Background: an optimization exercise with open tools, aiming at small area. Do not read the settings as production practice.
The RTL was checked by simulation tests, not by an equivalence proof against the original design.
In runs 4 to 6 the design's own scripts or RTL, not TritonCTS, make the clock network.
The flow treats the clock pin as an ideal source. Dropping or thinning the clock tree relies on that and would not hold on a real chip.
Power is estimated from default activity; no workload was simulated.

### flow/config.mk
export PLATFORM = sky130hd
export DESIGN_NAME = pwm_microcontroller
export DESIGN_NICKNAME = pwm_microcontroller
export VERILOG_FILES = /design/flow/design.v
export SDC_FILE = /design/flow/constraint.sdc
export NUM_CORES = 4
export LEC_CHECK = 0
export CAP_MARGIN = 20
export CORE_MARGIN = 2
export CORE_UTILIZATION = 40
export SLEW_MARGIN = 20
### flow/design.v
module pwm_microcontroller(
    input  clk,
    input  rst,
    input  RX,
    output TX,
    output pwm0,
    output pwm1
);
    reg s1, s2;
    always @(posedge clk) begin
        s1 <= rst | RX;
        s2 <= rst | s1;
    end
    reg  [1:0] st;
    reg  [6:0] bd;
    reg  [8:0] sr;
    wire idle     = ~(st[1] ^ st[0]);
    wire start    = ~st[1] & st[0];
    wire act      = st[1] & ~st[0];
    wire rx_valid = st[1] & st[0];
    wire term     = ~bd[0] & bd[1] & ~bd[2] & bd[3] & bd[5];    
    wire stopb    = sr[0];
    always @(posedge clk) begin
        bd <= idle ? 7'b0010101 : (term ? 7'b0100101 : {bd[5:0], (bd[0] ^ bd[6])});
        if (start | (act & term & ~stopb))
            sr <= {act ? s2 : term, sr[8:1]};
        if (rst)
            st <= 2'b00;
        else if (idle)
            st <= {1'b0, ~s2};
        else if (term) begin
            if (start) st <= {~s2, 1'b0};
            else if (stopb) st <= {s2, s2};
        end
    end
    wire [7:0] rd = sr[8:1];
    reg       waiting, which, sel;
    reg [7:0] duty0, duty1;
    wire is_ff  = &rd;
    wire is_cmd = (rd[7:2] == 6'd0) & (rd[1] ^ rd[0]);
    wire ack    = rx_valid & (waiting | is_ff);
    wire ld0    = rst | (rx_valid & (waiting ? ~which : is_ff));
    wire ld1    = rst | (rx_valid & (waiting ?  which : is_ff));
    wire [7:0] dval = rd & {8{waiting & ~rst}};
    always @(posedge clk) begin
        if (rx_valid & ~waiting) which <= rd[1];
        if (ack) sel <= waiting;    
        if (ld0) duty0 <= dval;
        if (ld1) duty1 <= dval;
        if (rst)
            waiting <= 1'b0;
        else if (rx_valid)
            waiting <= ~waiting & is_cmd;
    end
    reg [3:0] bc;
    reg [6:0] tb;
    reg       txr;
    assign TX = txr;
    wire tidle = bc[3] & bc[1] & bc[0];
    wire last  = bc[3] & bc[1] & ~bc[0];
    wire tterm = ~tb[1] & tb[2] & ~tb[3] & tb[4] & tb[6];    
    wire emit  = ~tidle & tterm;
    wire go    = ack & (tidle | (last & tterm));
    always @(posedge clk) begin
        if (rst) begin
            bc  <= 4'd11;
            txr <= 1'b1;
        end else if (go) begin
            bc  <= 4'd0;
            if (emit) txr <= 1'b1;
        end else if (emit) begin
            bc  <= bc + 4'd1;
            txr <= (bc == 4'd0) ? 1'b0 : (bc[3] & (bc[1] | bc[0])) ? 1'b1 : ~(bc[0] ^ sel);
        end
        tb <= go ? 7'b1111010 : (tterm ? 7'b0010110 : {tb[5:0], (tb[0] ^ tb[6])});
    end
    reg [7:0] k;
    reg [5:0] r;
    wire rterm = ~r[0] & ~r[2] & ~r[4] & ~r[5];    
    always @(posedge clk) begin
        if (rst) begin
            k <= 8'd0;
            r <= 6'b001111;
        end else if (rterm) begin
            k <= k + 8'd1;
            r <= (&k[2:0]) ? 6'b001111 : 6'b000111;
        end else begin
            r <= {r[4:0], (r[0] ^ r[5])};
        end
    end
    function le8(input [7:0] d, input [7:0] q);
        integer i;
        begin
            le8 = 1'b1;
            for (i = 0; i < 8; i = i + 1)
                le8 = (q[i] & ~d[i]) | ((q[i] | ~d[i]) & le8);
        end
    endfunction
    assign pwm0 = le8(duty0, k);
    assign pwm1 = le8(duty1, k);
endmodule
### flow/flow/reabc.tcl
# Re-map the combinational logic of the standard synthesis netlist for area.
# Sequential and tie cells stay as they are, with their instance names.
yosys -import
set lib $::env(LIB)
read_liberty -ignore_miss_func -ignore_miss_dir -setattr liberty_cell $lib
read_verilog $::env(NETLIST_IN)
hierarchy -top $::env(FLOW_TOP)
setattr -mod -set keep_hierarchy 1 sky130_fd_sc_hd__*df* sky130_fd_sc_hd__conb_1
flatten
opt_clean -purge
set dont_use {}
foreach c {sky130_fd_sc_hd__probe_p_8 sky130_fd_sc_hd__probec_p_8 sky130_fd_sc_hd__lpflow_*} {
  lappend dont_use -dont_use $c
}
abc -liberty $lib -script $::env(ABC_SCRIPT) {*}$dont_use $::env(FLOW_TOP)
opt_clean -purge
read_liberty -lib -overwrite -ignore_miss_dir -setattr liberty_cell $lib
hierarchy -top $::env(FLOW_TOP)
splitnets
opt_clean -purge
hilomap -singleton -hicell sky130_fd_sc_hd__conb_1 HI -locell sky130_fd_sc_hd__conb_1 LO
insbuf -buf sky130_fd_sc_hd__buf_4 A X
check -assert -mapped
stat -liberty $lib
write_verilog -noattr -nohex -nodec $::env(NETLIST_OUT)
### flow/flow/area.abc
strash
balance
rewrite
refactor
balance
rewrite
rewrite -z
balance
refactor -z
rewrite -z
balance
dch -f
amap
topo
### flow/flow/run.sh
#!/bin/bash
# Own layout flow: the standard synthesis, then the combinational logic
# re-mapped by ABC for area (registers untouched), then the standard ORFS
# layout with small port buffers and a clock tree without dummy loads.
set -euo pipefail
here=$(pwd)
R=$here/orfs/results/$FLOW_PLATFORM/pwm_microcontroller/base
YOSYS=${YOSYS_EXE:-$FLOW_HOME/../tools/install/yosys/bin/yosys}

export BUFFER_PORTS_ARGS="-buffer_cell sky130_fd_sc_hd__buf_1"
export CTS_ARGS="-sink_clustering_enable -repair_clock_nets -dont_use_dummy_load -buf_list sky130_fd_sc_hd__clkbuf_4 -sink_clustering_size 100 -sink_clustering_max_diameter 500"

bash standard.sh synth > $here/standard_synth.log 2>&1

cp $R/1_2_yosys.v $here/1_2_yosys_standard.v
LIB=$FLOW_HOME/platforms/$FLOW_PLATFORM/lib/sky130_fd_sc_hd__tt_025C_1v80.lib \
NETLIST_IN=$here/1_2_yosys_standard.v NETLIST_OUT=$R/1_2_yosys.v \
ABC_SCRIPT=$here/flow/area.abc \
  $YOSYS -c $here/flow/reabc.tcl > $here/reabc.log 2>&1
rm -f $R/1_synth.odb $R/1_synth.sdc

bash standard.sh finish > $here/standard_finish.log 2>&1
### flow/standard.sh
#!/bin/bash
# synth_recipe.tcl (not shown) runs the flow's synth.tcl, then flattens the netlist and writes it again
# the make line also repeats each setting of config.mk as NAME=value (left out here)
make -C /OpenROAD-flow-scripts/flow DESIGN_CONFIG=/design/flow/config.mk WORK_HOME=/design/flow/orfs CLKGATE_MAP_FILE= SYNTH_SCRIPT=/design/flow/synth_recipe.tcl "${@:-finish}"
### flow/constraint.sdc
create_clock -name core_clock -period 10.0 [get_ports {clk}]
set_input_delay 2.0000 -clock core_clock [delete_from_list [all_inputs] [get_ports {clk}]]
set_output_delay 2.0000 -clock core_clock [all_outputs]
set_load 0.01 [all_outputs]
==> summary.md, run 1 <==
| Metric | Value |
|---|---|
| Required time of the critical path | `8.00 ns` |
| Total grt overflow | `0` |
| Final Cycle Share | `0.403` |
| Fin nets | `264` |
| Final std cell area, no fill | `0.00265 mm^2` |
| Cell row count | `28` |
| Commonest non-fill, non-tap cell in the layout | `nor2_1` |
| Slew Viols, Final | `0` |
| CP max stage cell | `dfxtp_1` |
| Cell area power density | `186 mW/mm^2` |
| Placer Congestion | `0.847` |
| Die height | `82.4 um` |
| Crit path cell chain | `clkinv_1 > a22oi_1 > nor3_1 > a221oi_1 > nor3_1 > a221oi_1 > nor4_1 > nor2_1 > buf_1` |
| Clock Root Buffer | `clkbuf_4` |
| WL final | `4030 um` |
| Drt wl/cell | `12.1 um` |
| Final setup fails | `0` |
| Latest clock arrival within the worst-skew pair | `0.40 ns` |
| CTS H-tree lvls | `3` |
| TritonCTS Buffers | `9` |
| Total core area | `0.00592 mm^2` |
| Antenna-violating nets left | `0` |
| Worst slew margin | `0.425` |
| Peak supply drop | `98.6 uV` |
| Total GRT Usage | `0.142` |
| Worst Skew | `0.0241 ns` |
| # clock sinks | `65` |
| Setup crit end kind | `output port` |
| Mapped Cells | `243` |
| CTS tree | `done` |
| Post-synthesis net count | `246` |
| First-pass GRT wire length | `7040 um` |
| CTS resizes | `0` |
| Worst-path fanout max | `6` |
| Min Tclk post-route | `4.03 ns` |
| Syn avg cell area | `10.1 um^2` |
| Worst slew pin tran | `0.862 ns` |
| Syn Std Cell Area | `0.00246 mm^2` |
| Antenna violations before repair | `0` |
| Vias in the first global route | `1593` |
| Clock Tree Buf Depth | `2` |
| Hold slack | `0.408 ns` |
| Worst Setup Start Kind | `register` |
| CP peak stage delay | `0.34 ns` |
| DR vias/cell | `5.11` |
| Number of port buffers | `5` |
| Drt initial violations | `117` |
| Largest net degree at the start of global routing | `21` |
| Post-DP Area | `0.00258 mm^2` |
| Fin. Hold Viols | `0` |
| Antenna Cells | `0` |
| Detailed Place HPWL | `2900 um` |
| Drt drc | `0` |
| Post-CTS Setup Inserts | `0` |
| Router iterations before antenna repair | `4` |
| Hold_buf cts | `0` |
| Highest Clock Rate | `0.248 GHz` |
| Layout cells sized above 1 | `0.0425` |
| Crit path DAT | `2.03 ns` |
| Vias | `1706` |
| Die Wd | `82.4 um` |
| Outcome | `no timing/DRC/antenna violations` |
| RSZ-0062 raised after global routing | `no` |
| Most frequent cells in the layout | `nor2_1, dfxtp_1, clkinv_1, edfxtp_1, nor3_1` |
| Worst hold path type | `reg -> reg` |
| CTS clock-pin slew for the worst setup and hold paths | `0.10 ns` |
| Initial Utilization | `0.415` |
| DIE AREA | `0.00679 mm^2` |
| Pleak | `0.939 nW` |
| Area grow syn2layout | `7.94%` |
| Total of max-cap violations | `0` |
| Synth warn | `1` |
| Setup CP Type | `reg -> out` |
| # IOs | `6` |
| Setup TNS | `0 ns` |
[worst max-delay path: cells and delay by family, from the launching register on]
kind | cells | cell delay (ns)
and+or+nand+nor | 4 | 0.33
AOI/OAI and AO/OA | 3 | 0.65
buffers and inverters | 2 | 0.30
DFF | 1 | 0.34
[per-stage QoR]
stage	cells	worst slack (ns)	power (W)	utilization
floorplan	243	6.59	0.000366	-
global route	334	5.62	0.000521	0.448
finish	334	5.97	0.000493	0.448
detailed placement	325	6.14	0.000381	0.437
global placement	325	6.19	0.000380	0.437
CTS	334	5.94	0.000498	0.448
[where the power goes]
| part | internal, W | switching (W) | total, W |
|---|---|---|---|
| clock | 0.0000418 | 0.0000763 | 0.000118 |
| combinational | 0.0000203 | 0.0000278 | 0.0000481 |
| sequential | 0.000310 | 0.0000167 | 0.000327 |
[path summary, 6_finish.rpt]
kind              start       end  slack [ns]  cells past startpoint
hold reg to reg      s1        s2        0.41                      1
setup reg to reg  sr[2]  duty0[3]        7.87                      6
hold / removal       s1        s2        0.41                      1
setup / recovery   k[1]      pwm1        5.97                      9
[state kept, by name, indices dropped and copies added (netlist names), 2 cells and up]
name and count:
sr 9, duty0 8, duty1 8, k 8
bd 7, tb 7, r 6, bc 4
st 2
[layer usage]
metal	vias up	wire [um]	track usage	part of all wire
met4	0	73	0.0800	0.018
met1	776	2090	0.182	0.52
met2	24	1720	0.202	0.43
li1	900	-	-	-
met3	6	153	0.0587	0.038
met5	-	0	0	0
[cell type report]
| cell class | count | area (um^2) |
|---|---|---|
| timing repair buffer | 7 | 33.8 |
| inverter | 33 | 124 |
| tap | 75 | 93.8 |
| multi-input combinational | 145 | 762 |
| sequential | 65 | 1570 |
| clock buffer | 9 | 67.6 |
| fill | 577 | 3270 |
==> run 2, diff against run 1 <==
--- a/flow/flow/run.sh
+++ b/flow/flow/run.sh
@@ -15,5 +15,6 @@
 cp $R/1_2_yosys.v $here/1_2_yosys_standard.v
+mkdir -p $here/reabc
 LIB=$FLOW_HOME/platforms/$FLOW_PLATFORM/lib/sky130_fd_sc_hd__tt_025C_1v80.lib \
 NETLIST_IN=$here/1_2_yosys_standard.v NETLIST_OUT=$R/1_2_yosys.v \
-ABC_SCRIPT=$here/flow/area.abc \
+ABC_DIR=$here/flow/abc STAT_DIR=$here/reabc \
   $YOSYS -c $here/flow/reabc.tcl > $here/reabc.log 2>&1
==> flow/flow/abc/s1.abc (new file) <==
strash
balance
rewrite
refactor
balance
rewrite
rewrite -z
balance
refactor -z
rewrite -z
balance
dch -f
amap
topo
==> flow/flow/abc/s12.abc (new file) <==
strash
balance
rewrite
refactor
balance
rewrite
rewrite -z
balance
refactor -z
rewrite -z
balance
&get -n
&st
&dch -f
&nf -a -p
&put
topo
==> flow/flow/abc/s2.abc (new file) <==
strash
balance
rewrite
refactor
balance
rewrite
rewrite -z
balance
refactor -z
rewrite -z
balance
balance
rewrite
refactor
balance
rewrite
rewrite -z
balance
refactor -z
rewrite -z
balance
dch -f
amap
topo
==> flow/flow/abc/s5.abc (new file) <==
strash
dch -f
amap
topo
==> flow/flow/abc/s7.abc (new file) <==
strash
ifraig
scorr
dc2
dretime
strash
&get -n
&dch -f
&nf -a
&put
topo
==> flow/flow/abc/s8.abc (new file) <==
strash
balance
rewrite
refactor
balance
rewrite
rewrite -z
balance
refactor -z
rewrite -z
balance
dch -f
amap
strash
dch -f
amap
topo
==> flow/flow/abc/s9.abc (new file) <==
strash
balance
rewrite
refactor
balance
rewrite
rewrite -z
balance
refactor -z
rewrite -z
balance
dc2
dch -f
amap
topo
--- a/flow/flow/reabc.tcl
+++ b/flow/flow/reabc.tcl
@@ -2,7 +2,9 @@
 # Sequential and tie cells stay as they are, with their instance names.
+# Several ABC scripts are tried; the smallest result is kept.
 yosys -import
 set lib $::env(LIB)
+set top $::env(FLOW_TOP)
 read_liberty -ignore_miss_func -ignore_miss_dir -setattr liberty_cell $lib
 read_verilog $::env(NETLIST_IN)
-hierarchy -top $::env(FLOW_TOP)
+hierarchy -top $top
 setattr -mod -set keep_hierarchy 1 sky130_fd_sc_hd__*df* sky130_fd_sc_hd__conb_1
@@ -10,2 +12,3 @@
 opt_clean -purge
+design -save base
 set dont_use {}
@@ -14,6 +17,24 @@
 }
-abc -liberty $lib -script $::env(ABC_SCRIPT) {*}$dont_use $::env(FLOW_TOP)
-opt_clean -purge
+set best_area 1e18
+set best_script ""
+foreach s [lsort [glob $::env(ABC_DIR)/*.abc]] {
+  design -load base
+  abc -liberty $lib -script $s {*}$dont_use $top
+  opt_clean -purge
+  set f $::env(STAT_DIR)/[file tail [file rootname $s]].stat
+  tee -q -o $f stat -liberty $lib $top
+  set fh [open $f]; set txt [read $fh]; close $fh
+  if {[regexp {Chip area for module[^:]*:\s*([0-9.]+)} $txt -> area]} {
+    puts "ABC script [file tail $s]: area $area"
+    if {$area < $best_area} {
+      set best_area $area
+      set best_script $s
+      design -save best
+    }
+  }
+}
+puts "best ABC script: [file tail $best_script] ($best_area)"
+design -load best
 read_liberty -lib -overwrite -ignore_miss_dir -setattr liberty_cell $lib
-hierarchy -top $::env(FLOW_TOP)
+hierarchy -top $top
 splitnets
--- a/flow/config.mk
+++ b/flow/config.mk
@@ -9,3 +9,4 @@
 export CORE_MARGIN = 2
-export CORE_UTILIZATION = 40
+export CORE_UTILIZATION = 70
+export PLACE_DENSITY = 0.8
 export SLEW_MARGIN = 20
removed: flow/flow/area.abc
==> summary.md, run 2 <==
| Metric | Value |
|---|---|
| Min Tclk post-route | `4.22 ns (was 4.03 ns)` |
| Layout cells sized above 1 | `0.0397 (was 0.0425)` |
| Number of port buffers | `5 (unchanged)` |
| Antenna violations before repair | `0 (unchanged)` |
| Setup TNS | `0 ns (unchanged)` |
| Worst Skew | `0.0210 ns (was 0.0241 ns)` |
| Number of flip-flops in the largest register | `9 (unchanged)` |
| Antenna Cells | `0 (unchanged)` |
| Multi-input gate area | `748 um^2 (was 762 um^2)` |
| R2R Setup Slk | `7.91 ns (was 7.87 ns)` |
| Worst-path fanout max | `6 (unchanged)` |
| Worst Reg-to-Reg Cells | `11 (was 6)` |
| Drt wl/cell | `13.5 um (was 12.1 um)` |
| Latest clock arrival within the worst-skew pair | `0.39 ns (was 0.40 ns)` |
| Hold_buf cts | `0 (unchanged)` |
| # IOs | `6 (unchanged)` |
| First-pass GRT wire length | `7070 um (was 7040 um)` |
| Setup CP Type | `reg -> out (unchanged)` |
| CTS H-tree lvls | `3 (unchanged)` |
| Worst slew pin tran | `0.876 ns (was 0.862 ns)` |
| Commonest non-fill, non-tap cell in the layout | `dfxtp_1 (was nor2_1)` |
| Area grow syn2layout | `6.19% (was 7.94%)` |
| Highest Clock Rate | `0.237 GHz (was 0.248 GHz)` |
| Peak supply drop | `123 uV (was 98.6 uV)` |
| Initial Utilization | `0.733 (was 0.415)` |
| Post-CTS Setup Inserts | `0 (unchanged)` |
| Reg with most FFs | `sr (unchanged)` |
| Worst hold path type | `reg -> reg (unchanged)` |
| # clock sinks | `65 (unchanged)` |
| Post-synthesis net count | `240 (was 246)` |
| TritonCTS Buffers | `9 (unchanged)` |
| DR vias/cell | `5.85 (was 5.11)` |
| Clock Tree Buf Depth | `2 (unchanged)` |
| Crit. Startpoint | `k[1] (unchanged)` |
| Placed cell count | `289 (was 325)` |
| Fin. Hold Viols | `0 (unchanged)` |
| Fin nets | `257 (was 264)` |
| RSZ-0062 raised after global routing | `no (unchanged)` |
| CP peak stage delay | `0.35 ns (was 0.34 ns)` |
| CP max stage cell | `dfxtp_1 (unchanged)` |
| Slew Viols, Final | `0 (unchanged)` |
| Worst R2R End | `k[7] (was duty0[3])` |
| DIE AREA | `0.00399 mm^2 (was 0.00679 mm^2)` |
| Total power | `0.000459 W (was 0.000493 W)` |
| Largest net degree at the start of global routing | `20 (was 21)` |
| Vias in the first global route | `1650 (was 1593)` |
| Vias | `1744 (was 1706)` |
| Setup crit end kind | `output port (unchanged)` |
| WL final | `4030 um (about the same)` |
| Cell row count | `21 (was 28)` |
| Register Area | `0.00157 mm^2 (unchanged)` |
| Mapped Cells | `237 (was 243)` |
| Hold slack | `0.409 ns (was 0.408 ns)` |
| Die height | `63.1 um (was 82.4 um)` |
| Syn Std Cell Area | `0.00245 mm^2 (was 0.00246 mm^2)` |
| Worst Setup Start Kind | `register (unchanged)` |
| Total core area | `0.00334 mm^2 (was 0.00592 mm^2)` |
| CTS tree | `done (unchanged)` |
| # fillers | `225 (was 577)` |
| Post-DP Area | `0.00253 mm^2 (was 0.00258 mm^2)` |
| Die Wd | `63.1 um (was 82.4 um)` |
| Most frequent cells in the layout | `dfxtp_1, clkinv_1, nor2_1, edfxtp_1, nand2_1 (was nor2_1, dfxtp_1, clkinv_1, edfxtp_1, nor3_1)` |
| Cell area power density | `176 mW/mm^2 (was 186 mW/mm^2)` |
| Detailed Place HPWL | `2940 um (was 2900 um)` |
| Fin cells | `298 (was 334)` |
| Router iterations before antenna repair | `4 (unchanged)` |
| RR Startpoint | `r[0] (was sr[2])` |
| Crit path cell chain | `clkinv_1 > nor2_1 > nor3b_1 > a221oi_1 > nor2_1 > a221oi_1 > o21ai_0 > o221a_1 > o32ai_1 > buf_1 (was clkinv_1 > a22oi_1 > nor3_1 > a221oi_1 > nor3_1 > a221oi_1 > nor4_1 > nor2_1 > buf_1)` |
| Total of max-cap violations | `0 (unchanged)` |
| Placer Congestion | `0.757 (was 0.847)` |
| Total GRT Usage | `0.239 (was 0.142)` |
| Worst slew margin | `0.416 (was 0.425)` |
| CTS clock-pin slew for the worst setup and hold paths | `0.09 ns (was 0.10 ns)` |
| Final setup fails | `0 (unchanged)` |
| CTS resizes | `0 (unchanged)` |
| Crit path DAT | `2.22 ns (was 2.03 ns)` |
| Required time of the critical path | `8.00 ns (about the same)` |
| CP endpoint | `pwm1 (unchanged)` |
| Final std cell area, no fill | `0.00260 mm^2 (was 0.00265 mm^2)` |
| Syn avg cell area | `10.3 um^2 (was 10.1 um^2)` |
| Pleak | `0.922 nW (was 0.939 nW)` |
| Synth warn | `1 (unchanged)` |
| Outcome | `no timing/DRC/antenna violations (unchanged)` |
| Drt drc | `0 (unchanged)` |
| Final Cycle Share | `0.422 (was 0.403)` |
| Total grt overflow | `0 (unchanged)` |
| Clock Root Buffer | `clkbuf_4 (unchanged)` |
| Drt initial violations | `122 (was 117)` |
| Antenna-violating nets left | `0 (unchanged)` |
-- run 2: cell types whose count changed in the layout (fill, tap and decap cells not counted), sizes merged, moves of 3 or more --
cell    before  now
o32ai        0    3
nand2       14   19
nand3        5    8
a22oi        5    1
nor2        45   34
a211oi       1    4
nor3        17    7
-- run 2: layout make-up --
cell class	instances	share of cell area
clock buffer	9	0.0260
inverter	34	0.0491
multi-input combinational	138	0.288
sequential	65	0.605
tap	46	0.0221
timing repair buffer	6	0.0101
-- run 2: per-stage QoR --
step                worst slack [ns]  utilization
floorplan                       6.40            -
global placement                5.79        0.759
detailed placement              5.60        0.759
CTS                             5.76        0.779
global route                    5.54        0.779
finish                          5.78        0.779
-- run 2: metal layers --
layer,up-vias,global-route usage,part of all wire
li1,879,-,-
met1,822,0.289,0.44
met2,31,0.372,0.48
met3,12,0.100,0.051
met4,0,0.111,0.025
met5,-,0,0
-- run 2: critical path, delay by kind of cell (launching register included) --
family                 cells  cell delay [ns]
DFF                        1             0.35
buffers and inverters      2             0.33
and+or+nand+nor            3             0.27
AOI/OAI and AO/OA          5             0.87
-- run 2: where the power goes --
part | switching, W | leakage (nW) | internal (W)
Sequential | 0.0000119 | 0.578 | 0.000299
Combinational | 0.0000186 | 0.302 | 0.0000134
Clock | 0.0000737 | 0.0414 | 0.0000417
Total | 0.000104 | 0.922 | 0.000354
-- run 2: how the worst min path moves through the flow --
stage               start  cells past startpoint  endpoint  slack [ns]
global route        bd[5]                      2     bd[6]        0.44
detailed placement     s1                      1        s2        0.41
global placement     r[1]                      1      r[2]        0.40
CTS                 bd[5]                      2     bd[6]        0.42
floorplan            r[1]                      1      r[2]        0.39
finish              bd[5]                      2     bd[6]        0.41
==> run 3, diff against run 2 <==
--- a/flow/design.v
+++ b/flow/design.v
@@ -37,3 +37,3 @@
     reg       waiting, which, sel;
-    reg [7:0] duty0, duty1;
+    reg [7:0] dn0, dn1;       
     wire is_ff  = &rd;
@@ -43,3 +43,3 @@
     wire ld1    = rst | (rx_valid & (waiting ?  which : is_ff));
-    wire [7:0] dval = rd & {8{waiting & ~rst}};
+    wire [7:0] dnval = ~(rd & {8{waiting & ~rst}});
     always @(posedge clk) begin
@@ -47,4 +47,4 @@
         if (ack) sel <= waiting;    
-        if (ld0) duty0 <= dval;
-        if (ld1) duty1 <= dval;
+        if (ld0) dn0 <= dnval;
+        if (ld1) dn1 <= dnval;
         if (rst)
@@ -54,3 +54,3 @@
     end
-    reg [3:0] bc;
+    reg [3:0] c;
     reg [6:0] tb;
@@ -58,4 +58,4 @@
     assign TX = txr;
-    wire tidle = bc[3] & bc[1] & bc[0];
-    wire last  = bc[3] & bc[1] & ~bc[0];
+    wire tidle = ~c[3] & ~c[2];             
+    wire last  = &c;                        
     wire tterm = ~tb[1] & tb[2] & ~tb[3] & tb[4] & tb[6];    
@@ -63,13 +63,14 @@
     wire go    = ack & (tidle | (last & tterm));
+    wire bitv  = (~c[3] & ~c[1]) ? 1'b0 : (c[3] & c[2] & c[1]) ? 1'b1 : (c[0] ^ sel);
     always @(posedge clk) begin
-        if (rst) begin
-            bc  <= 4'd11;
+        if (rst)
+            c <= 4'd0;
+        else if (go)
+            c <= 4'd5;
+        else if (emit)
+            c <= c + 4'd1;
+        if (rst)
             txr <= 1'b1;
-        end else if (go) begin
-            bc  <= 4'd0;
-            if (emit) txr <= 1'b1;
-        end else if (emit) begin
-            bc  <= bc + 4'd1;
-            txr <= (bc == 4'd0) ? 1'b0 : (bc[3] & (bc[1] | bc[0])) ? 1'b1 : ~(bc[0] ^ sel);
-        end
+        else if (emit)
+            txr <= bitv;
         tb <= go ? 7'b1111010 : (tterm ? 7'b0010110 : {tb[5:0], (tb[0] ^ tb[6])});
@@ -90,3 +91,3 @@
     end
-    function le8(input [7:0] d, input [7:0] q);
+    function le8(input [7:0] dn, input [7:0] q);
         integer i;
@@ -95,7 +96,7 @@
             for (i = 0; i < 8; i = i + 1)
-                le8 = (q[i] & ~d[i]) | ((q[i] | ~d[i]) & le8);
+                le8 = (q[i] & dn[i]) | ((q[i] | dn[i]) & le8);
         end
     endfunction
-    assign pwm0 = le8(duty0, k);
-    assign pwm1 = le8(duty1, k);
+    assign pwm0 = le8(dn0, k);
+    assign pwm1 = le8(dn1, k);
 endmodule
==> flow/flow/run.sh (replaced) <==
#!/bin/bash
# Own layout flow: the standard synthesis, then the combinational logic
# re-mapped by ABC for area (registers untouched; several ABC scripts are run
# and the smallest netlist is kept), then the standard ORFS layout with small
# port buffers and a clock tree without dummy loads.
set -euo pipefail
here=$(pwd)
R=$here/orfs/results/$FLOW_PLATFORM/pwm_microcontroller/base
YOSYS=${YOSYS_EXE:-$FLOW_HOME/../tools/install/yosys/bin/yosys}
LIB=$FLOW_HOME/platforms/$FLOW_PLATFORM/lib/sky130_fd_sc_hd__tt_025C_1v80.lib

export BUFFER_PORTS_ARGS="-buffer_cell sky130_fd_sc_hd__buf_1"
export CTS_ARGS="-sink_clustering_enable -repair_clock_nets -dont_use_dummy_load -buf_list sky130_fd_sc_hd__clkbuf_4 -sink_clustering_size 100 -sink_clustering_max_diameter 500"

bash standard.sh synth > $here/standard_synth.log 2>&1
cp $R/1_2_yosys.v $here/1_2_yosys_standard.v

# re-map with each ABC script, four at a time
mkdir -p $here/reabc
for s in $here/flow/abc/*.abc; do
  n=$(basename $s .abc)
  LIB=$LIB NETLIST_IN=$here/1_2_yosys_standard.v NETLIST_OUT=$here/reabc/$n.v \
  ABC_DIR=$here/flow/abc ABC_GLOB=$n.abc STAT_DIR=$here/reabc FLOW_TOP=$FLOW_TOP \
    timeout 900 $YOSYS -c $here/flow/reabc.tcl > $here/reabc/$n.log 2>&1 &
  while [ $(jobs -rp | wc -l) -ge 4 ]; do sleep 1; done
done
wait
best=""; best_area=""
for s in $here/flow/abc/*.abc; do
  n=$(basename $s .abc)
  a=$(grep "best ABC script" $here/reabc/$n.log | sed 's/.*(\(.*\))/\1/' || true)
  [ -n "$a" ] && [ -f $here/reabc/$n.v ] || continue
  echo "$n $a" >> $here/reabc/areas.txt
  if [ -z "$best" ] || awk "BEGIN{exit !($a < $best_area)}"; then best=$n; best_area=$a; fi
done
echo "best: $best $best_area" >> $here/reabc/areas.txt
cp $here/reabc/$best.v $R/1_2_yosys.v
rm -f $R/1_synth.odb $R/1_synth.sdc

bash standard.sh finish > $here/standard_finish.log 2>&1
==> flow/flow/abc/n0.abc (new file) <==
strash
&get -n
&deepsyn -T 30 -S 0
&put
strash
&get -n
&dch -f
&nf -a
&put
topo
==> flow/flow/abc/n1.abc (new file) <==
strash
&get -n
&deepsyn -T 30 -S 1
&put
strash
&get -n
&dch -f
&nf -a
&put
topo
==> flow/flow/abc/n2.abc (new file) <==
strash
&get -n
&deepsyn -T 30 -S 2
&put
strash
&get -n
&dch -f
&nf -a
&put
topo
==> flow/flow/abc/n3.abc (new file) <==
strash
&get -n
&deepsyn -T 30 -S 3
&put
strash
&get -n
&dch -f
&nf -a
&put
topo
--- a/flow/flow/reabc.tcl
+++ b/flow/flow/reabc.tcl
@@ -19,3 +19,3 @@
 set best_script ""
-foreach s [lsort [glob $::env(ABC_DIR)/*.abc]] {
+foreach s [lsort [glob $::env(ABC_DIR)/$::env(ABC_GLOB)]] {
   design -load base
==> summary.md, run 3 <==
| Metric | Value |
|---|---|
| Outcome | `no timing/DRC/antenna violations (unchanged)` |
| Drt drc | `0 (unchanged)` |
| Worst Skew | `0.0235 ns (was 0.0210 ns)` |
| Placer Congestion | `0.825 (was 0.757)` |
| Hold_buf cts | `0 (unchanged)` |
| Number of flip-flops in the largest register | `9 (unchanged)` |
| Clock Root Buffer | `clkbuf_4 (unchanged)` |
| CTS H-tree lvls | `3 (unchanged)` |
| # IOs | `6 (unchanged)` |
| Comb power frac | `0.062 (was 0.070)` |
| Total GRT Usage | `0.214 (was 0.239)` |
| WL final | `3620 um (was 4030 um)` |
| Setup crit end kind | `output port (unchanged)` |
| Worst R2R End | `k[7] (unchanged)` |
| Setup TNS | `0 ns (unchanged)` |
| Antenna-violating nets left | `0 (unchanged)` |
| Mapped Cells | `209 (was 237)` |
| Clock Tree Buf Depth | `2 (unchanged)` |
| Antenna Cells | `0 (unchanged)` |
| Cell row count | `21 (unchanged)` |
| Latest clock arrival within the worst-skew pair | `0.40 ns (was 0.39 ns)` |
| Slew Viols, Final | `0 (unchanged)` |
| DR vias/cell | `5.86 (was 5.85)` |
| Worst-path fanout max | `2 (was 6)` |
| RR Startpoint | `r[5] (was r[0])` |
| CTS tree | `done (unchanged)` |
| Final std cell area, no fill | `0.00251 mm^2 (was 0.00260 mm^2)` |
| Number of port buffers | `5 (unchanged)` |
| Vias | `1577 (was 1744)` |
| Reg with most FFs | `sr (unchanged)` |
| TritonCTS Buffers | `9 (unchanged)` |
| Syn Std Cell Area | `0.00237 mm^2 (was 0.00245 mm^2)` |
| Drt wl/cell | `13.4 um (was 13.5 um)` |
| CTS resizes | `0 (unchanged)` |
| Highest Clock Rate | `0.259 GHz (was 0.237 GHz)` |
| Post-CTS Setup Inserts | `0 (unchanged)` |
| Crit path DAT | `1.86 ns (was 2.22 ns)` |
| Layout cells sized above 1 | `0.0404 (was 0.0397)` |
| Worst slew margin | `0.316 (was 0.416)` |
| First-pass GRT wire length | `6340 um (was 7070 um)` |
| Total grt overflow | `0 (unchanged)` |
| Largest net degree at the start of global routing | `26 (was 20)` |
| Total core area | `0.00328 mm^2 (was 0.00334 mm^2)` |
| Die Wd | `62.2 um (was 63.1 um)` |
| Switch share | `0.219 (was 0.227)` |
| NetSw | `0.0000982 W (was 0.000104 W)` |
| Cell area power density | `178 mW/mm^2 (was 176 mW/mm^2)` |
| Worst hold path type | `reg -> reg (unchanged)` |
| Final Cycle Share | `0.386 (was 0.422)` |
| R2R Setup Slk | `7.76 ns (was 7.91 ns)` |
| Worst slew pin tran | `1.03 ns (was 0.876 ns)` |
| Pleak | `0.840 nW (was 0.922 nW)` |
| Seq pwr share | `0.683 (was 0.679)` |
| Post-DP Area | `0.00245 mm^2 (was 0.00253 mm^2)` |
| CTS clock-pin slew for the worst setup and hold paths | `0.10 ns (was 0.09 ns)` |
| Clk pwr share | `0.255 (was 0.252)` |
| Die height | `62.2 um (was 63.1 um)` |
| Drt initial violations | `81 (was 122)` |
| Total power | `0.000448 W (was 0.000459 W)` |
| Detailed Place HPWL | `2550 um (was 2940 um)` |
| Worst Reg-to-Reg Cells | `6 (was 11)` |
| Syn avg cell area | `11.3 um^2 (was 10.3 um^2)` |
| Min Tclk post-route | `3.86 ns (was 4.22 ns)` |
| # clock sinks | `65 (unchanged)` |
| Router iterations before antenna repair | `4 (unchanged)` |
| Area grow syn2layout | `6.07% (was 6.19%)` |
| Most frequent cells in the layout | `dfxtp_1, nand2_1, edfxtp_1, nor2_1, a21oi_1 (was dfxtp_1, clkinv_1, nor2_1, edfxtp_1, nand2_1)` |
| Synth warn | `1 (unchanged)` |
| Internal | `0.000350 W (was 0.000354 W)` |
| Crit. Startpoint | `dn1[2] (was k[1])` |
| Fin. Hold Viols | `0 (unchanged)` |
| Vias in the first global route | `1439 (was 1650)` |
| Post-synthesis net count | `212 (was 240)` |
| Peak supply drop | `134 uV (was 123 uV)` |
| Required time of the critical path | `8.00 ns (about the same)` |
| CP endpoint | `pwm1 (unchanged)` |
| Total of max-cap violations | `0 (unchanged)` |
| Final setup fails | `0 (unchanged)` |
| DIE AREA | `0.00387 mm^2 (was 0.00399 mm^2)` |
| Initial Utilization | `0.722 (was 0.733)` |
| Setup CP Type | `reg -> out (unchanged)` |
| Worst Setup Start Kind | `register (unchanged)` |
| Commonest non-fill, non-tap cell in the layout | `dfxtp_1 (unchanged)` |
| Antenna violations before repair | `0 (unchanged)` |
| RSZ-0062 raised after global routing | `no (unchanged)` |
| Fin nets | `228 (was 257)` |
==> run 3: final cells by class <==
class,instances,area (um^2)
flip-flops and latches,65,1570
clock buffers,9,67.6
well taps,46,57.6
multi-input cells,142,791
fillers,228,771
inverters,2,7.51
repair buffers,5,18.8
==> run 3: worst min-delay path by stage <==
stage,start,to,slack (ns),cells after the start
3_3_place_gp,r[1],r[2],0.39,1
5_1_grt,r[1],r[2],0.44,1
2_1_floorplan,r[1],r[2],0.39,1
4_1_cts,r[1],r[2],0.42,1
3_5_place_dp,r[1],r[2],0.41,1
6_report,r[1],r[2],0.41,1
==> run 3: metal layers <==
layer	global-route usage	part of all wire	up-vias
li1	-	-	798
met1	0.252	0.46	731
met2	0.327	0.46	36
met3	0.109	0.058	12
met4	0.103	0.023	0
met5	0	0	-
==> run 3: through the flow <==
stage	worst slack (ns)	std cells	utilization	hold WS (ns)
2_1_floorplan	6.75	209	-	0.390
3_3_place_gp	5.90	260	0.745	0.394
3_5_place_dp	5.80	260	0.745	0.405
4_1_cts	6.11	269	0.765	0.421
5_1_grt	5.92	269	0.765	0.439
6_report	6.14	269	0.765	0.413
==> run 3: critical path, cell delays in order, from the launching register on <==
cell and delay [ns]:
edfxtp_1 0.40, a22oi_1 0.19, o2bb2ai_1 0.15, a21oi_1 0.08, a221oi_1 0.23, a2bb2oi_1 0.17, o21ai_0 0.10, buf_1 0.13
==> run 3: power groups by stage <==
| stage | Clock (W) | Sequential, W | Combinational (W) |
|---|---|---|---|
| after floorplan | 0 | 0.000309 | 0.0000227 |
| after global placement | 0 | 0.000310 | 0.0000264 |
| after detailed placement | 0 | 0.000312 | 0.0000284 |
| after CTS | 0.000118 | 0.000306 | 0.0000283 |
| after global routing | 0.000128 | 0.000309 | 0.0000322 |
| final | 0.000114 | 0.000306 | 0.0000278 |
==> run 4, diff against run 3 <==
--- a/flow/flow/run.sh
+++ b/flow/flow/run.sh
@@ -4,3 +4,3 @@
 # and the smallest netlist is kept), then the standard ORFS layout with small
-# port buffers and a clock tree without dummy loads.
+# port buffers and a one-level clock tree of three buffers (cts_hook.tcl).
 set -euo pipefail
@@ -12,3 +12,5 @@
 export BUFFER_PORTS_ARGS="-buffer_cell sky130_fd_sc_hd__buf_1"
-export CTS_ARGS="-sink_clustering_enable -repair_clock_nets -dont_use_dummy_load -buf_list sky130_fd_sc_hd__clkbuf_4 -sink_clustering_size 100 -sink_clustering_max_diameter 500"
+export PRE_CTS_TCL=$here/flow/cts_hook.tcl
+export MY_CTS_GROUPS=3
+export MY_CTS_BUF=sky130_fd_sc_hd__clkbuf_8
 
==> flow/flow/cts_hook.tcl (new file) <==
# PRE_CTS hook: build the clock tree here, with the clock port driving a few
# buffers placed at the centres of balanced clusters of register clock pins,
# and turn the TritonCTS call that follows into a no-op. The rest of the
# ORFS CTS step (legalisation, timing repair) runs as usual.
source [file join [file dirname [info script]] cts_tree.tcl]
my_cts $::env(MY_CTS_GROUPS) $::env(MY_CTS_BUF)
rename clock_tree_synthesis orfs_clock_tree_synthesis
proc clock_tree_synthesis {args} {
  puts "clock tree built by the flow's PRE_CTS hook; TritonCTS not run"
}
==> flow/flow/cts_tree.tcl (new file) <==
# Build a one-level clock tree: the clock port drives G buffers, each buffer
# drives the register clock pins of one cluster (k-means on pin positions).
proc my_cts {G master_name} {
  set block [ord::get_db_block]
  set db [ord::get_db]
  set master [$db findMaster $master_name]
  set clk [[$block findBTerm clk] getNet]
  set sinks {}
  foreach it [$clk getITerms] {
    set inst [$it getInst]
    set loc [$inst getLocation]
    set bb [$inst getBBox]
    lappend sinks [list $it [expr ([$bb xMin] + [$bb xMax]) / 2.0] [expr ([$bb yMin] + [$bb yMax]) / 2.0]]
  }
  set n [llength $sinks]
  # initial centres: sinks sorted by x, spread evenly
  set sorted [lsort -real -index 1 $sinks]
  set cx {}; set cy {}
  for {set g 0} {$g < $G} {incr g} {
    set s [lindex $sorted [expr int(($g + 0.5) * $n / $G)]]
    lappend cx [lindex $s 1]; lappend cy [lindex $s 2]
  }
  set cap [expr int(ceil(double($n) / $G))]
  for {set iter 0} {$iter < 30} {incr iter} {
    # balanced assignment: each sink to its nearest centre with room left
    set cnt [lrepeat $G 0]
    set pairs {}
    foreach s $sinks {
      set i [lsearch -exact $sinks $s]
      for {set g 0} {$g < $G} {incr g} {
        set d [expr abs([lindex $s 1] - [lindex $cx $g]) + abs([lindex $s 2] - [lindex $cy $g])]
        lappend pairs [list $d $i $g]
      }
    }
    set asg [lrepeat $n -1]
    foreach p [lsort -real -index 0 $pairs] {
      lassign $p d i g
      if {[lindex $asg $i] >= 0} continue
      if {[lindex $cnt $g] >= $cap} continue
      lset asg $i $g
      lset cnt $g [expr [lindex $cnt $g] + 1]
    }
    set sx [lrepeat $G 0.0]; set sy [lrepeat $G 0.0]
    for {set i 0} {$i < $n} {incr i} {
      set g [lindex $asg $i]
      lset sx $g [expr [lindex $sx $g] + [lindex [lindex $sinks $i] 1]]
      lset sy $g [expr [lindex $sy $g] + [lindex [lindex $sinks $i] 2]]
    }
    for {set g 0} {$g < $G} {incr g} {
      if {[lindex $cnt $g] > 0} {
        lset cx $g [expr [lindex $sx $g] / [lindex $cnt $g]]
        lset cy $g [expr [lindex $sy $g] / [lindex $cnt $g]]
      }
    }
  }
  for {set g 0} {$g < $G} {incr g} {
    set inst [odb::dbInst_create $block $master clkbuf_leaf_$g]
    set net [odb::dbNet_create $block clknet_leaf_$g]
    $net setSigType CLOCK
    [$inst findITerm A] connect $clk
    [$inst findITerm X] connect $net
    $inst setLocation [expr int([lindex $cx $g])] [expr int([lindex $cy $g])]
    $inst setPlacementStatus PLACED
    for {set i 0} {$i < $n} {incr i} {
      if {[lindex $asg $i] == $g} {
        set it [lindex [lindex $sinks $i] 0]
        $it disconnect
        $it connect $net
      }
    }
  }
  global_connect
}
==> summary.md, run 4 <==
| Metric | Value |
|---|---|
| Clk pwr share | `0.212 (was 0.255)` |
| Total of max-cap violations | `0 (unchanged)` |
| # IOs | `6 (unchanged)` |
| Post-DP Area | `0.00245 mm^2 (unchanged)` |
| Layout cells sized above 1 | `0.0138 (was 0.0404)` |
| Initial Utilization | `0.722 (unchanged)` |
| Router iterations before antenna repair | `4 (unchanged)` |
| Fin cells | `263 (was 269)` |
| NetSw | `0.0000870 W (was 0.0000982 W)` |
| Final setup fails | `0 (unchanged)` |
| Post-layout worst setup margin | `6.03 ns (was 6.14 ns)` |
| Drt wl/cell | `13.4 um (about the same)` |
| Highest Clock Rate | `0.252 GHz (was 0.259 GHz)` |
| Total grt overflow | `0 (unchanged)` |
| CTS clock-pin slew for the worst setup and hold paths | `0.12 ns (was 0.10 ns)` |
| Worst hold path type | `reg -> reg (unchanged)` |
| Mapped Cells | `209 (unchanged)` |
| Final Cycle Share | `0.397 (was 0.386)` |
| Peak supply drop | `120 uV (was 134 uV)` |
| Largest net degree at the start of global routing | `26 (unchanged)` |
| Cell row count | `21 (unchanged)` |
| Crit path DAT | `3.79 ns (was 1.86 ns)` |
| RSZ-0062 raised after global routing | `no (unchanged)` |
| Required time of the critical path | `9.82 ns (was 8.00 ns)` |
| Cell area power density | `170 mW/mm^2 (was 178 mW/mm^2)` |
| Setup crit end kind | `register (was output port)` |
| Outcome | `no timing/DRC/antenna violations (unchanged)` |
| Seq pwr share | `0.722 (was 0.683)` |
| Post-synthesis net count | `212 (unchanged)` |
| Placement Setup Slack | `5.80 ns (unchanged)` |
| Synth warn | `1 (unchanged)` |
| Syn avg cell area | `11.3 um^2 (unchanged)` |
| Vias in the first global route | `1401 (was 1439)` |
| Worst-path fanout max | `25 (was 2)` |
| Total core area | `0.00328 mm^2 (unchanged)` |
| DIE AREA | `0.00387 mm^2 (unchanged)` |
| Slew Viols, Final | `0 (unchanged)` |
| Fin. Hold Viols | `0 (unchanged)` |
| Drt drc | `0 (unchanged)` |
| Commonest non-fill, non-tap cell in the layout | `dfxtp_1 (unchanged)` |
| Post-CTS Setup Inserts | `0 (unchanged)` |
| Area grow syn2layout | `4.96% (was 6.07%)` |
| Antenna-violating nets left | `0 (unchanged)` |
| Syn Std Cell Area | `0.00237 mm^2 (unchanged)` |
| Vias | `1535 (was 1577)` |
| Hold_buf cts | `0 (unchanged)` |
| Reg with most FFs | `sr (unchanged)` |
| CTS resizes | `0 (unchanged)` |
| Setup CP Type | `in -> reg (was reg -> out)` |
| Placed cell count | `260 (unchanged)` |
| Min Tclk post-route | `3.97 ns (was 3.86 ns)` |
| Detailed Place HPWL | `2550 um (unchanged)` |
| Antenna violations before repair | `0 (unchanged)` |
| Number of flip-flops in the largest register | `9 (unchanged)` |
| Die Wd | `62.2 um (unchanged)` |
| Drt initial violations | `90 (was 81)` |
| Comb power frac | `0.065 (was 0.062)` |
| Fin nets | `222 (was 228)` |
| Total power | `0.000424 W (was 0.000448 W)` |
| Latest clock arrival within the worst-skew pair | `0.17 ns (was 0.40 ns)` |
| Internal | `0.000337 W (was 0.000350 W)` |
| Pleak | `0.820 nW (was 0.840 nW)` |
| WL final | `3530 um (was 3620 um)` |
| Placer Congestion | `0.825 (unchanged)` |
| Most frequent cells in the layout | `dfxtp_1, nand2_1, edfxtp_1, nor2_1, a21oi_1 (unchanged)` |
| Antenna Cells | `0 (unchanged)` |
| Final std cell area, no fill | `0.00249 mm^2 (was 0.00251 mm^2)` |
| Worst slew margin | `0.327 (was 0.316)` |
| Worst Skew | `0.00703 ns (was 0.0235 ns)` |
| Worst slew pin tran | `1.01 ns (was 1.03 ns)` |
| Switch share | `0.205 (was 0.219)` |
| DR vias/cell | `5.84 (was 5.86)` |
| Setup TNS | `0 ns (unchanged)` |
| Worst Setup Start Kind | `primary input (was register)` |
| Number of port buffers | `5 (unchanged)` |
| Total GRT Usage | `0.190 (was 0.214)` |
| Die height | `62.2 um (unchanged)` |
| First-pass GRT wire length | `6220 um (was 6340 um)` |
-- run 4: power by group through the flow --
| stage | sequential (W) | combinational, W | clock (W) |
|---|---|---|---|
| detailed placement | 0.000312 | 0.0000284 | 0 |
| floorplan | 0.000309 | 0.0000227 | 0 |
| global route | 0.000309 | 0.0000322 | 0.000101 |
| CTS | 0.000312 | 0.0000283 | 0.0000668 |
| global placement | 0.000310 | 0.0000264 | 0 |
| finish | 0.000306 | 0.0000277 | 0.0000898 |
-- run 4: critical path, stage by stage --
cell and delay (ns):
buf_1 0.73, nor2b_1 0.36, a21oi_1 0.70
-- run 4: layer usage --
| layer | up-vias | global-route usage | wire (um) |
|---|---|---|---|
| met4 | 0 | 0.0472 | 49 |
| met2 | 23 | 0.321 | 1660 |
| met3 | 5 | 0.0236 | 115 |
| met5 | - | 0 | 0 |
| met1 | 724 | 0.265 | 1700 |
| li1 | 783 | - | - |
-- run 4: per-stage QoR --
step | hold slack [ns] | util
after floorplan | 0.390 | -
after global placement | 0.394 | 0.745
after detailed placement | 0.405 | 0.745
after CTS | 0.407 | 0.757
after global routing | 0.447 | 0.757
final | 0.430 | 0.757
-- run 4: cell type report --
type                    instances  area [um^2]
multi-input cells             142          791
plain buffers                   3         41.3
inverters                       2         7.51
well taps                      46         57.6
flip-flops and latches         65         1570
fillers                       228          797
repair buffers                  5         18.8
-- run 4: final timing paths --
path	from	end	slack, ns	cells after the start
setup / recovery	rst	dn0[3]	6.03	3
hold / removal	r[1]	r[2]	0.43	1
setup reg to reg	r[4]	k[7]	7.75	6
hold reg to reg	r[1]	r[2]	0.43	1
==> run 5, diff against run 4 <==
--- a/flow/design.v
+++ b/flow/design.v
@@ -8,7 +8,8 @@
 );
-    reg s1, s2;
+    reg s1n, s2n;
     always @(posedge clk) begin
-        s1 <= rst | RX;
-        s2 <= rst | s1;
+        s1n <= ~(rst | RX);
+        s2n <= ~rst & s1n;
     end
+    wire s2 = ~s2n;
     reg  [1:0] st;
@@ -20,6 +21,6 @@
     wire rx_valid = st[1] & st[0];
-    wire term     = ~bd[0] & bd[1] & ~bd[2] & bd[3] & bd[5];    
+    wire term     = bd[0] & bd[1] & bd[2] & bd[5] & bd[6];    
     wire stopb    = sr[0];
     always @(posedge clk) begin
-        bd <= idle ? 7'b0010101 : (term ? 7'b0100101 : {bd[5:0], (bd[0] ^ bd[6])});
+        bd <= idle ? 7'b0000010 : (term ? 7'b0001010 : {bd[5:0], ~(bd[3] ^ bd[6])});
         if (start | (act & term & ~stopb))
@@ -60,3 +61,3 @@
     wire last  = &c;                        
-    wire tterm = ~tb[1] & tb[2] & ~tb[3] & tb[4] & tb[6];    
+    wire tterm = tb[0] & tb[1] & tb[3] & tb[4] & tb[6];    
     wire emit  = ~tidle & tterm;
@@ -75,3 +76,3 @@
             txr <= bitv;
-        tb <= go ? 7'b1111010 : (tterm ? 7'b0010110 : {tb[5:0], (tb[0] ^ tb[6])});
+        tb <= go ? 7'b1101101 : (tterm ? 7'b1000101 : {tb[5:0], ~(tb[3] ^ tb[6])});
     end
@@ -79,3 +80,3 @@
     reg [5:0] r;
-    wire rterm = ~r[0] & ~r[2] & ~r[4] & ~r[5];    
+    wire rterm = ~r[1] & ~r[2] & ~r[3] & ~r[5];    
     always @(posedge clk) begin
@@ -83,6 +84,6 @@
             k <= 8'd0;
-            r <= 6'b001111;
+            r <= 6'b111110;
         end else if (rterm) begin
             k <= k + 8'd1;
-            r <= (&k[2:0]) ? 6'b001111 : 6'b000111;
+            r <= (&k[2:0]) ? 6'b111110 : 6'b111111;
         end else begin
--- a/flow/flow/run.sh
+++ b/flow/flow/run.sh
@@ -4,3 +4,3 @@
 # and the smallest netlist is kept), then the standard ORFS layout with small
-# port buffers and a one-level clock tree of three buffers (cts_hook.tcl).
+# port buffers and a one-level clock tree of four buffers (cts_hook.tcl).
 set -euo pipefail
@@ -13,4 +13,4 @@
 export PRE_CTS_TCL=$here/flow/cts_hook.tcl
-export MY_CTS_GROUPS=3
-export MY_CTS_BUF=sky130_fd_sc_hd__clkbuf_8
+export MY_CTS_GROUPS=4
+export MY_CTS_BUF=sky130_fd_sc_hd__buf_6
 
--- a/flow/config.mk
+++ b/flow/config.mk
@@ -10,2 +10,3 @@
 export CORE_UTILIZATION = 70
+export GPL_TIMING_DRIVEN = 0
 export PLACE_DENSITY = 0.8
==> summary.md, run 5 <==
| Metric | Value |
|---|---|
| CTS resizes | `0 (unchanged)` |
| # IOs | `6 (unchanged)` |
| Worst Reg-to-Reg Cells | `5 (was 6)` |
| Hold Crit Start | `r[4] (was r[1])` |
| Setup crit end kind | `register (unchanged)` |
| Highest Clock Rate | `0.249 GHz (was 0.252 GHz)` |
| Worst hold path type | `reg -> reg (unchanged)` |
| CP peak stage delay | `0.73 ns (about the same)` |
| Crit path DAT | `3.78 ns (was 3.79 ns)` |
| Layout cells sized above 1 | `0.0244 (was 0.0138)` |
| Setup CP Type | `in -> reg (unchanged)` |
| Largest net degree at the start of global routing | `26 (unchanged)` |
| Cell row count | `21 (unchanged)` |
| Placed cell count | `247 (was 260)` |
| Crit path cell chain | `buf_1 > nor2b_1 > a21oi_1 (unchanged)` |
| Worst Setup Start Kind | `primary input (unchanged)` |
| CP Buf/Inv Count | `1 (unchanged)` |
| Total grt overflow | `0 (unchanged)` |
| First-pass GRT wire length | `5310 um (was 6220 um)` |
| Most frequent cells in the layout | `dfxtp_1, edfxtp_1, nand2_1, a21oi_1, nor2_1 (was dfxtp_1, nand2_1, edfxtp_1, nor2_1, a21oi_1)` |
| Hold_buf cts | `0 (unchanged)` |
| WL final | `3410 um (was 3530 um)` |
| DR vias/cell | `5.89 (was 5.84)` |
| Fin. Hold Viols | `0 (unchanged)` |
| Worst-path fanout max | `25 (unchanged)` |
| R2R Setup Slk | `7.99 ns (was 7.75 ns)` |
| Antenna Cells | `0 (unchanged)` |
| Total GRT Usage | `0.180 (was 0.190)` |
| Required time of the critical path | `9.77 ns (was 9.82 ns)` |
| Hold path depth | `1 (unchanged)` |
| Post-CTS Setup Inserts | `0 (unchanged)` |
| Final Cycle Share | `0.402 (was 0.397)` |
| Die Wd | `61.9 um (was 62.2 um)` |
| Die height | `61.9 um (was 62.2 um)` |
| RSZ-0062 raised after global routing | `no (unchanged)` |
| Detailed Place HPWL | `2450 um (was 2550 um)` |
| Total of max-cap violations | `0 (unchanged)` |
| CP max stage cell | `buf_1 (unchanged)` |
| DIE AREA | `0.00383 mm^2 (was 0.00387 mm^2)` |
| Drt wl/cell | `13.6 um (was 13.4 um)` |
| CP top delay family | `buffers and inverters (unchanged)` |
| Drt initial violations | `87 (was 90)` |
| Syn avg cell area | `12.0 um^2 (was 11.3 um^2)` |
| Router iterations before antenna repair | `4 (unchanged)` |
| Outcome | `no timing/DRC/antenna violations (unchanged)` |
| RR Startpoint | `r[5] (was r[4])` |
| Commonest non-fill, non-tap cell in the layout | `dfxtp_1 (unchanged)` |
| Vias in the first global route | `1264 (was 1401)` |
| CTS clock-pin slew for the worst setup and hold paths | `0.09 ns (was 0.12 ns)` |
| Number of flip-flops in the largest register | `9 (unchanged)` |
| Mapped Cells | `196 (was 209)` |
| Total core area | `0.00328 mm^2 (unchanged)` |
| Min Tclk post-route | `4.02 ns (was 3.97 ns)` |
| Number of port buffers | `5 (unchanged)` |
| Syn Std Cell Area | `0.00235 mm^2 (was 0.00237 mm^2)` |
| Drt drc | `0 (unchanged)` |
| Fin cells | `251 (was 263)` |
| Vias | `1479 (was 1535)` |
| Post-synthesis net count | `199 (was 212)` |
| Worst slew margin | `0.330 (was 0.327)` |
| Pleak | `0.822 nW (was 0.820 nW)` |
| Reg with most FFs | `sr (unchanged)` |
| Worst slew pin tran | `1.00 ns (was 1.01 ns)` |
| Area grow syn2layout | `5.43% (was 4.96%)` |
| Setup TNS | `0 ns (unchanged)` |
| Total power | `0.000418 W (was 0.000424 W)` |
| Synth warn | `1 (unchanged)` |
| Worst Hold Path EP | `r[5] (was r[2])` |
| Fin nets | `210 (was 222)` |
| Slew Viols, Final | `0 (unchanged)` |
| Final setup fails | `0 (unchanged)` |
| Antenna violations before repair | `0 (unchanged)` |
| Antenna-violating nets left | `0 (unchanged)` |
| Peak supply drop | `124 uV (was 120 uV)` |
| Worst Skew | `0.00855 ns (was 0.00703 ns)` |
| Placer Congestion | `0.777 (was 0.825)` |
| Latest clock arrival within the worst-skew pair | `0.13 ns (was 0.17 ns)` |
| Worst R2R End | `k[7] (unchanged)` |
| Cell area power density | `169 mW/mm^2 (was 170 mW/mm^2)` |
| Initial Utilization | `0.715 (was 0.722)` |
## run 5: changes by cell type in the layout (fill, tap and decap cells not counted), moves of 3 or more
cell and delta:
nand2_1 -12, o21ai_0 -3, buf_6 +4, o22a_1 +3
nor2_1 -4, and3_1 +3, clkbuf_8 -3
## run 5: final cells by class
class / count / area [um^2]
flip-flops and latches: 65 / 1570
multi-input cells: 130 / 779
well taps: 46 / 57.6
fillers: 226 / 808
inverters: 1 / 3.75
plain buffers: 4 / 45.0
repair buffers: 5 / 18.8
## run 5: how the worst max path moves through the flow
stage	from	endpoint	slack, ns	cells past startpoint
final	rst	dn1[0]	5.98	3
after global routing	rst	dn0[0]	5.78	3
after CTS	rst	dn1[7]	5.85	3
after detailed placement	rst	dn1[7]	5.85	3
after global placement	rst	dn0[6]	5.90	3
after floorplan	dn1[1]	pwm1	6.58	5
## run 5: metal layers
metal  wire (um)  part of all wire  GRT usage  up-vias
met5           0                 0          0        -
met4          58             0.017     0.0334        0
met3          93             0.027     0.0145        5
met2        1660              0.49      0.328       19
li1            -                 -          -      750
met1        1600              0.47      0.239      705
## run 5: metrics by stage
stage               utilization  area [um^2]  hold slack [ns]  setup slack (ns)
floorplan                     -         2350            0.390              6.58
global placement          0.738         2420            0.393              5.90
detailed placement        0.738         2420            0.398              5.85
CTS                       0.752         2470            0.398              5.85
global route              0.754         2480            0.437              5.78
finish                    0.754         2480            0.416              5.98
## run 5: worst register-to-register path: stages, from the launching register on
cell and delay, ns:
dfxtp_1 0.34, nor4_2 0.64, and4_1 0.36, and4_1 0.30, and3_1 0.18, nor3_1 0.05
## run 5: power breakdown
part,switching [W],internal (W)
combinational,0.0000123,0.0000113
clock,0.0000575,0.0000322
sequential,0.00000970,0.000295
==> run 6, diff against run 5 <==
--- a/flow/config.mk
+++ b/flow/config.mk
@@ -10,3 +10,2 @@
 export CORE_UTILIZATION = 70
-export GPL_TIMING_DRIVEN = 0
 export PLACE_DENSITY = 0.8
==> summary.md, run 6 <==
| Metric | Value |
|---|---|
| Outcome | `no timing/DRC/antenna violations (unchanged)` |
| Number of cells on the critical path | `6 (was 3)` |
| DIE AREA | `0.00383 mm^2 (unchanged)` |
| Latest clock arrival within the worst-skew pair | `0.13 ns (about the same)` |
| Pleak | `0.832 nW (was 0.822 nW)` |
| # fillers | `227 (was 226)` |
| CTS clock-pin slew for the worst setup and hold paths | `0.10 ns (was 0.09 ns)` |
| Die Wd | `61.9 um (unchanged)` |
| CP top delay family | `compound AO/OA/AOI/OAI gates (was buffers and inverters)` |
| Highest Clock Rate | `0.262 GHz (was 0.249 GHz)` |
| Total core area | `0.00328 mm^2 (unchanged)` |
| Syn Std Cell Area | `0.00235 mm^2 (unchanged)` |
| Setup CP Type | `reg -> out (was in -> reg)` |
| Syn avg cell area | `12.0 um^2 (unchanged)` |
| Antenna Cells | `0 (unchanged)` |
| Hold Crit Start | `r[4] (unchanged)` |
| Area grow syn2layout | `5.81% (was 5.43%)` |
| # IOs | `6 (unchanged)` |
| Worst-path fanout max | `7 (was 25)` |
| Setup crit end kind | `output port (was register)` |
| Fin nets | `212 (was 210)` |
| Total of max-cap violations | `0 (unchanged)` |
| Layout cells sized above 1 | `0.0290 (was 0.0244)` |
| Drt drc | `0 (unchanged)` |
| Worst slew pin tran | `0.884 ns (was 1.00 ns)` |
| Initial Utilization | `0.715 (unchanged)` |
| Required time of the critical path | `8.00 ns (was 9.77 ns)` |
| Hold slack | `0.425 ns (was 0.416 ns)` |
| Global Route met3 Usage | `0.0186 (was 0.0145)` |
| Cell area power density | `168 mW/mm^2 (was 169 mW/mm^2)` |
| Hold_buf cts | `0 (unchanged)` |
| Router iterations before antenna repair | `4 (unchanged)` |
| Top Usage Layer GRT | `met2 (unchanged)` |
| Final setup fails | `0 (unchanged)` |
| Synth warn | `1 (unchanged)` |
| Met2 global-route usage | `0.338 (was 0.328)` |
| Total GRT Usage | `0.185 (was 0.180)` |
| Post-CTS Setup Inserts | `0 (unchanged)` |
| Min Tclk post-route | `3.82 ns (was 4.02 ns)` |
| Crit path DAT | `1.82 ns (was 3.78 ns)` |
| Largest net degree at the start of global routing | `26 (unchanged)` |
| Antenna-violating nets left | `0 (unchanged)` |
| CP max stage cell | `dfxtp_1 (was buf_1)` |
| Worst Setup Start Kind | `register (was primary input)` |
| First-pass GRT wire length | `5400 um (was 5310 um)` |
| Met1 Usage GRT | `0.245 (was 0.239)` |
| Detailed Place HPWL | `2470 um (was 2450 um)` |
| Number of port buffers | `5 (unchanged)` |
| Final Cycle Share | `0.382 (was 0.402)` |
| Number of flip-flops in the largest register | `9 (unchanged)` |
| RR Startpoint | `c[3] (was r[5])` |
| Most frequent CP cell | `o21ai_0` |
| RSZ-0062 raised after global routing | `no (unchanged)` |
| Drt wl/cell | `13.5 um (was 13.6 um)` |
| CP peak stage delay | `0.38 ns (was 0.73 ns)` |
| CTS resizes | `0 (unchanged)` |
| Placed cell count | `249 (was 247)` |
| Setup TNS | `0 ns (unchanged)` |
| Crit path cell chain | `a211oi_1 > o21ai_0 > a222oi_1 > o21ai_0 > maj3_1 > buf_1 (was buf_1 > nor2b_1 > a21oi_1)` |
| Most frequent cells in the layout | `dfxtp_1, edfxtp_1, nand2_1, a21oi_1, nor2_1 (unchanged)` |
| Slew Viols, Final | `0 (unchanged)` |
| Vias in the first global route | `1251 (was 1264)` |
| Worst hold path type | `reg -> reg (unchanged)` |
| DR vias/cell | `5.86 (was 5.89)` |
| WL final | `3430 um (was 3410 um)` |
| Post-synthesis net count | `199 (unchanged)` |
| Fin. Hold Viols | `0 (unchanged)` |
| Drt initial violations | `111 (was 87)` |
| Die height | `61.9 um (unchanged)` |
| Fin cells | `253 (was 251)` |
| Commonest non-fill, non-tap cell in the layout | `dfxtp_1 (unchanged)` |
| Hold path depth | `1 (unchanged)` |
| Placer Congestion | `0.792 (was 0.777)` |
| Worst Reg-to-Reg Cells | `5 (unchanged)` |
| Reg with most FFs | `sr (unchanged)` |
| Crit. Startpoint | `k[1] (was rst)` |
| Mapped Cells | `196 (unchanged)` |
| Cell row count | `21 (unchanged)` |
| Antenna violations before repair | `0 (unchanged)` |
| CP Buf/Inv Count | `1 (unchanged)` |
| Vias | `1482 (was 1479)` |
| Worst Skew | `0.0123 ns (was 0.00855 ns)` |
| Peak supply drop | `120 uV (was 124 uV)` |
| Worst slew margin | `0.404 (was 0.330)` |
| Total grt overflow | `0 (unchanged)` |
[run 6: layout make-up]
class                           count  area (um^2)  area share
Tap cell                           46         57.6      0.0232
Sequential cell                    65         1570       0.632
Buffer                              4         45.0      0.0181
Timing Repair Buffer                7         33.8      0.0136
Inverter                            1         3.75     0.00151
Multi-Input combinational cell    130          773       0.311
[run 6: stage by stage]
step           instance area, um^2  utilization  setup slack (ns)  power [W]
2_1_floorplan                 2350            -              6.58   0.000325
3_3_place_gp                  2440        0.743              6.38   0.000332
3_5_place_dp                  2440        0.743              6.34   0.000334
4_1_cts                       2480        0.757              6.34   0.000406
5_1_grt                       2480        0.757              6.03   0.000435
6_report                      2480        0.757              6.18   0.000417
[run 6: layer usage]
layer  wire (um)  part of all wire
met1        1560              0.46
met2        1720              0.50
met3          88             0.026
met4          55             0.016
met5           0                 0
[run 6: worst paths after layout]
check          end  slack (ns)
max reg2reg  tb[1]        8.02
min           r[5]        0.43
min reg2reg   r[5]        0.43
max           pwm1        6.18
[run 6: report_power, final]
part | switching [W] | leakage [nW] | internal (W) | total (W)
Combinational | 0.0000130 | 0.288 | 0.0000116 | 0.0000245
Clock | 0.0000568 | 0.0242 | 0.0000322 | 0.0000889
Sequential | 0.00000900 | 0.520 | 0.000295 | 0.000304
[run 6: worst reg2reg max path, stage by stage (launching register included)]
cell and delay, ns:
dfxtp_1 0.39, nor2_1 0.07, nor3_1 0.52, and3_1 0.27, o21ai_0 0.30, and3_1 0.32

## what the ideal ports hide
Ports are ideal in the flow. The routed layouts listed here were re-timed in OpenROAD.
Step 1 assumes that a clkbuf_16 drives the clock port and a buf_2 every other input.
Step 2 times the ports against the registers' clock, not the clock port: input delays grow and output delays shrink by t, the midpoint of the rising clock arrivals with the driver on.
a / b / c = ideal / step 1 / step 2; a / b = the first two.
| run | t, ns | setup WS [ns] | hold slack, ns | worst setup path after step 2 | worst data-port slew with drivers (ns) |
|---|---|---|---|---|---|
| run 1 | 0.415 | 5.973 / 5.945 / 6.127 | 0.408 / 0.408 / 0.408 | input to register | 0.03 |
| run 2 | 0.411 | 5.780 / 5.754 / 5.561 | 0.409 / 0.409 / 0.409 | input to register | 0.03 |
| run 3 | 0.409 | 6.145 / 6.121 / 5.813 | 0.413 / 0.413 / 0.413 | input to register | 0.03 |
| run 4 | 0.213 | 6.027 / 6.044 / 5.831 | 0.430 / 0.430 / 0.430 | input to register | 0.03 |
| run 5 | 0.182 | 5.984 / 6.012 / 5.830 | 0.416 / 0.416 / 0.416 | input to register | 0.03 |
| run 6 | 0.182 | 6.180 / 6.123 / 6.305 | 0.425 / 0.425 / 0.425 | register to output | 0.03 |
After both steps every run listed still meets setup and hold. The setup slack of run 3, which loses most, moves by -0.024 ns with the drivers and by -0.332 ns with both steps.
